Background: an optimization exercise with open tools, aiming at small area. Do not read the settings as production practice.

red:
// CF_cross
module CF_cross
  #(
    parameter NPPC = 4,
    parameter DATA_WIDTH = 24,
    parameter POSITION_WIDTH = 12,
    parameter FFT_LENGTH = 64,
    parameter HEIGHT = 2160
    )
   (
    input [NPPC * DATA_WIDTH-1:0]  VIDEO_IN_tdata,
    input 			   VIDEO_IN_tvalid,
    input 			   VIDEO_IN_tuser,
    input 			   VIDEO_IN_tlast,
    output 			   VIDEO_IN_tready,
    input [POSITION_WIDTH - 1 : 0] xStart,
    input [POSITION_WIDTH - 1 : 0] yStart,
    output [NPPC * DATA_WIDTH-1:0] VIDEO_OUT_tdata,
    output 			   VIDEO_OUT_tvalid,
    output 			   VIDEO_OUT_tuser,
    output 			   VIDEO_OUT_tlast,
    input 			   VIDEO_OUT_tready,
    input 			   s_axis_video_aclk,
    input 			   s_axis_video_aresetn
    );
Size: roughly 300 cells after synthesis, roughly 24 flip-flops.
clock: 7.0 ns
lec_check: 0
cap_margin: 20
core_margin: 2
core_utilization: 40
cts_buf_list: sky130_fd_sc_hd__clkbuf_2 sky130_fd_sc_hd__clkbuf_4
slew_margin: 20
synth_hierarchical: 1
standard.sh (not shown) runs the stock make flow with config.mk's settings and CLKGATE_MAP_FILE= SYNTH_SCRIPT=/design/flow/synth_recipe.tcl, a recipe that flattens the netlist after the stock synthesis.
==> flow/flow/run.sh <==
#!/bin/bash
# Standard ORFS layout (the standard.sh) with two changes:
#  - the port buffers that buffer_ports inserts use the smallest buffer cell;
#  - after floorplan, combinational cells are swapped for their smallest drive strength
#    (flow/downsize.tcl); the later repair steps upsize where timing needs it.
set -euo pipefail
here=$(pwd)
bash standard.sh "BUFFER_PORTS_ARGS=-buffer_cell sky130_fd_sc_hd__buf_1" \
  "POST_FLOORPLAN_TCL=$here/flow/downsize.tcl" finish > standard_flow.log 2>&1
==> flow/flow/downsize.tcl <==
# Swap every combinational cell for the smallest-area cell of the same function and pins
# (drive strength only). Registers keep their cells. Later repair steps upsize where timing,
# slew or capacitance call for it.
set dont_use_pats $::env(DONT_USE_CELLS)
proc ds_dont_use { name pats } {
  foreach p $pats {
    if { [string match $p $name] } { return 1 }
  }
  return 0
}
set n_swapped 0
set saved 0.0
foreach inst [get_cells *] {
  set lc [get_lib_cells -of_objects $inst]
  if { $lc == "" } { continue }
  if { [get_property $lc is_sequential] } { continue }
  set name [get_name $lc]
  if { ![string match "sky130_fd_sc_hd__*" $name] } { continue }
  if { [string match "*tap*" $name] || [string match "*fill*" $name] } { continue }
  set equivs [sta::equiv_cells $lc]
  if { $equivs == "" } { continue }
  set best $lc
  set best_area [get_property $lc area]
  foreach e $equivs {
    set en [get_name $e]
    if { [ds_dont_use $en $dont_use_pats] } { continue }
    if { ![string match "sky130_fd_sc_hd__*" $en] } { continue }
    set a [get_property $e area]
    if { $a < $best_area - 1e-6 } {
      set best $e
      set best_area $a
    }
  }
  if { $best != $lc } {
    set saved [expr { $saved + [get_property $lc area] - $best_area }]
    replace_cell $inst $best
    incr n_swapped
  }
}
puts "downsize: swapped $n_swapped cells, saved [format %.1f $saved] um2"
The flow ended early for red: it failed with a tool error in 2_1_floorplan.
#### Input delta (blue over red)
Settings: swapping sky130_fd_sc_hd__clkbuf_2 sky130_fd_sc_hd__clkbuf_4 for sky130_fd_sc_hd__clkbuf_4 sky130_fd_sc_hd__clkbuf_8 in CTS_BUF_LIST.
==> flow/flow/downsize.tcl <==
# Swap every combinational cell for the smallest-area cell of the same family and function
# (drive strength only). Registers keep their cells. Later repair steps upsize where timing,
# slew or capacitance call for it.
set dont_use_pats $::env(DONT_USE_CELLS)
proc ds_dont_use { name pats } {
  foreach p $pats {
    if { [string match $p $name] } { return 1 }
  }
  return 0
}
set n_swapped 0
set saved 0.0
foreach inst [get_cells *] {
  set lc [get_lib_cells -of_objects $inst]
  if { $lc == "" } { continue }
  set name [get_name $lc]
  if { ![regexp {^(sky130_fd_sc_hd__[a-z0-9]+)_[0-9]+$} $name -> base] } { continue }
  # registers, latches, taps and fillers keep their cells
  if { [regexp {__(s?df|s?edf|dl|sdl|tap|fill|decap|conb|diode)} $name] } { continue }
  set best $lc
  set best_area [get_property $lc area]
  foreach e [get_lib_cells */${base}_*] {
    set en [get_name $e]
    if { ![regexp {^sky130_fd_sc_hd__[a-z0-9]+_[0-9]+$} $en] } { continue }
    if { [ds_dont_use $en $dont_use_pats] } { continue }
    set a [get_property $e area]
    if { $a < $best_area - 1e-6 && [sta::equiv_cells $lc $e] } {
      set best $e
      set best_area $a
    }
  }
  if { $best != $lc } {
    set saved [expr { $saved + [get_property $lc area] - $best_area }]
    replace_cell $inst $best
    incr n_swapped
  }
}
puts "downsize: swapped $n_swapped cells, saved [format %.1f $saved] um2"
[summary]
The sole clean run among red and blue is blue. red is listed as incomplete: the tool reported an error in 2_1_floorplan and the run ended there. red → blue: sequential share of the synthesized area now sits at about the same level, area after synthesis now sits at about the same level, die height now sits at about the same level, post-synthesis simple-gate area fraction now sits at about the same level, fraction of the mapped netlist area in compound gates now sits at about the same level. Going from red to blue, gate count of the mapped netlist held, register bit count reported by yosys held, share of flip-flops with an asynchronous set or reset held. Diff blue..red | row count | unchanged. blue -> red: count of flip-flops with a built-in enable after synthesis delta 0, exact match.
No functional check of the RTL was part of any run of this note.

---

CF_cross again, from the RTL that the note above started with.
Settings: LEC_CHECK=0, CAP_MARGIN=20, CORE_MARGIN=2, CORE_UTILIZATION=40, CTS_BUF_LIST=sky130_fd_sc_hd__clkbuf_2 sky130_fd_sc_hd__clkbuf_4, CTS_CLUSTER_SIZE=8, SLEW_MARGIN=20, SYNTH_HIERARCHICAL=1; clock period 7.0 ns.
==> flow/flow/downsize.tcl <==
# Swap every combinational cell for the smallest-area cell of the same family and function
# (drive strength only). Registers keep their cells. Later repair steps upsize where timing,
# slew or capacitance call for it.
set dont_use_pats $::env(DONT_USE_CELLS)
proc ds_dont_use { name pats } {
  foreach p $pats {
    if { [string match $p $name] } { return 1 }
  }
  return 0
}
set n_swapped 0
set saved 0.0
foreach inst [get_cells *] {
  set lc [get_lib_cells -of_objects $inst]
  if { $lc == "" } { continue }
  set name [get_name $lc]
  if { ![regexp {^(sky130_fd_sc_hd__[a-z0-9]+)_[0-9]+$} $name -> base] } { continue }
  # registers, latches, taps and fillers keep their cells
  if { [regexp {__(s?df|s?edf|dl|sdl|tap|fill|decap|conb|diode)} $name] } { continue }
  set best $lc
  set best_area [get_property $lc area]
  foreach e [get_lib_cells */${base}_*] {
    set en [get_name $e]
    if { ![regexp {^sky130_fd_sc_hd__[a-z0-9]+_[0-9]+$} $en] } { continue }
    if { [ds_dont_use $en $dont_use_pats] } { continue }
    set a [get_property $e area]
    if { $a < $best_area - 1e-6 && [sta::equiv_cells $lc $e] } {
      set best $e
      set best_area $a
    }
  }
  if { $best != $lc } {
    set saved [expr { $saved + [get_property $lc area] - $best_area }]
    replace_cell $inst $best
    incr n_swapped
  }
}
puts "downsize: swapped $n_swapped cells, saved [format %.1f $saved] um2"
Scripts as last shown in full above: flow/flow/run.sh
Then changed:
CTS_CLUSTER_SIZE = unset   (was 8)
Outcome: The new run finished with timing, DRC and antenna clean; via count does not change; wire length does not change; die area is unchanged.
Function was not checked in any run of this note: the RTL went through the layout flow alone.

-- afterwards: timing with drivers on the ports --
The flow's constraints put no driver on any port. The routed layouts listed below were extracted and timed again, unchanged, in two steps. Step 1 sets driving cells, clkbuf_16 on the clock port and buf_2 on the other inputs (assumed; they add their load-dependent delay and slew). Step 2 adds t to the input delays and takes it off the output delays; t is the mean of the earliest and latest rising clock arrival at the registers after step 1. Input paths then give back, and output paths get back, about the clock's delay inside the block. a / b / c = ideal / step 1 / step 2; a / b = the first two.
| run | t (ns) | setup WS [ns] | worst hold slack (ns) | worst slew at a driven data input, ns |
|---|---|---|---|---|
| blue | 0.279 | 0.387 / 0.340 / 0.340 | 0.562 / 0.562 / 0.562 | 0.05 |
| the first run of note 2 | 0.323 | 0.387 / 0.340 / 0.340 | 0.562 / 0.562 / 0.562 | 0.05 |
| the second run of note 2 | 0.323 | 0.387 / 0.340 / 0.340 | 0.562 / 0.562 / 0.562 | 0.05 |
After both steps every run listed still meets setup and hold.
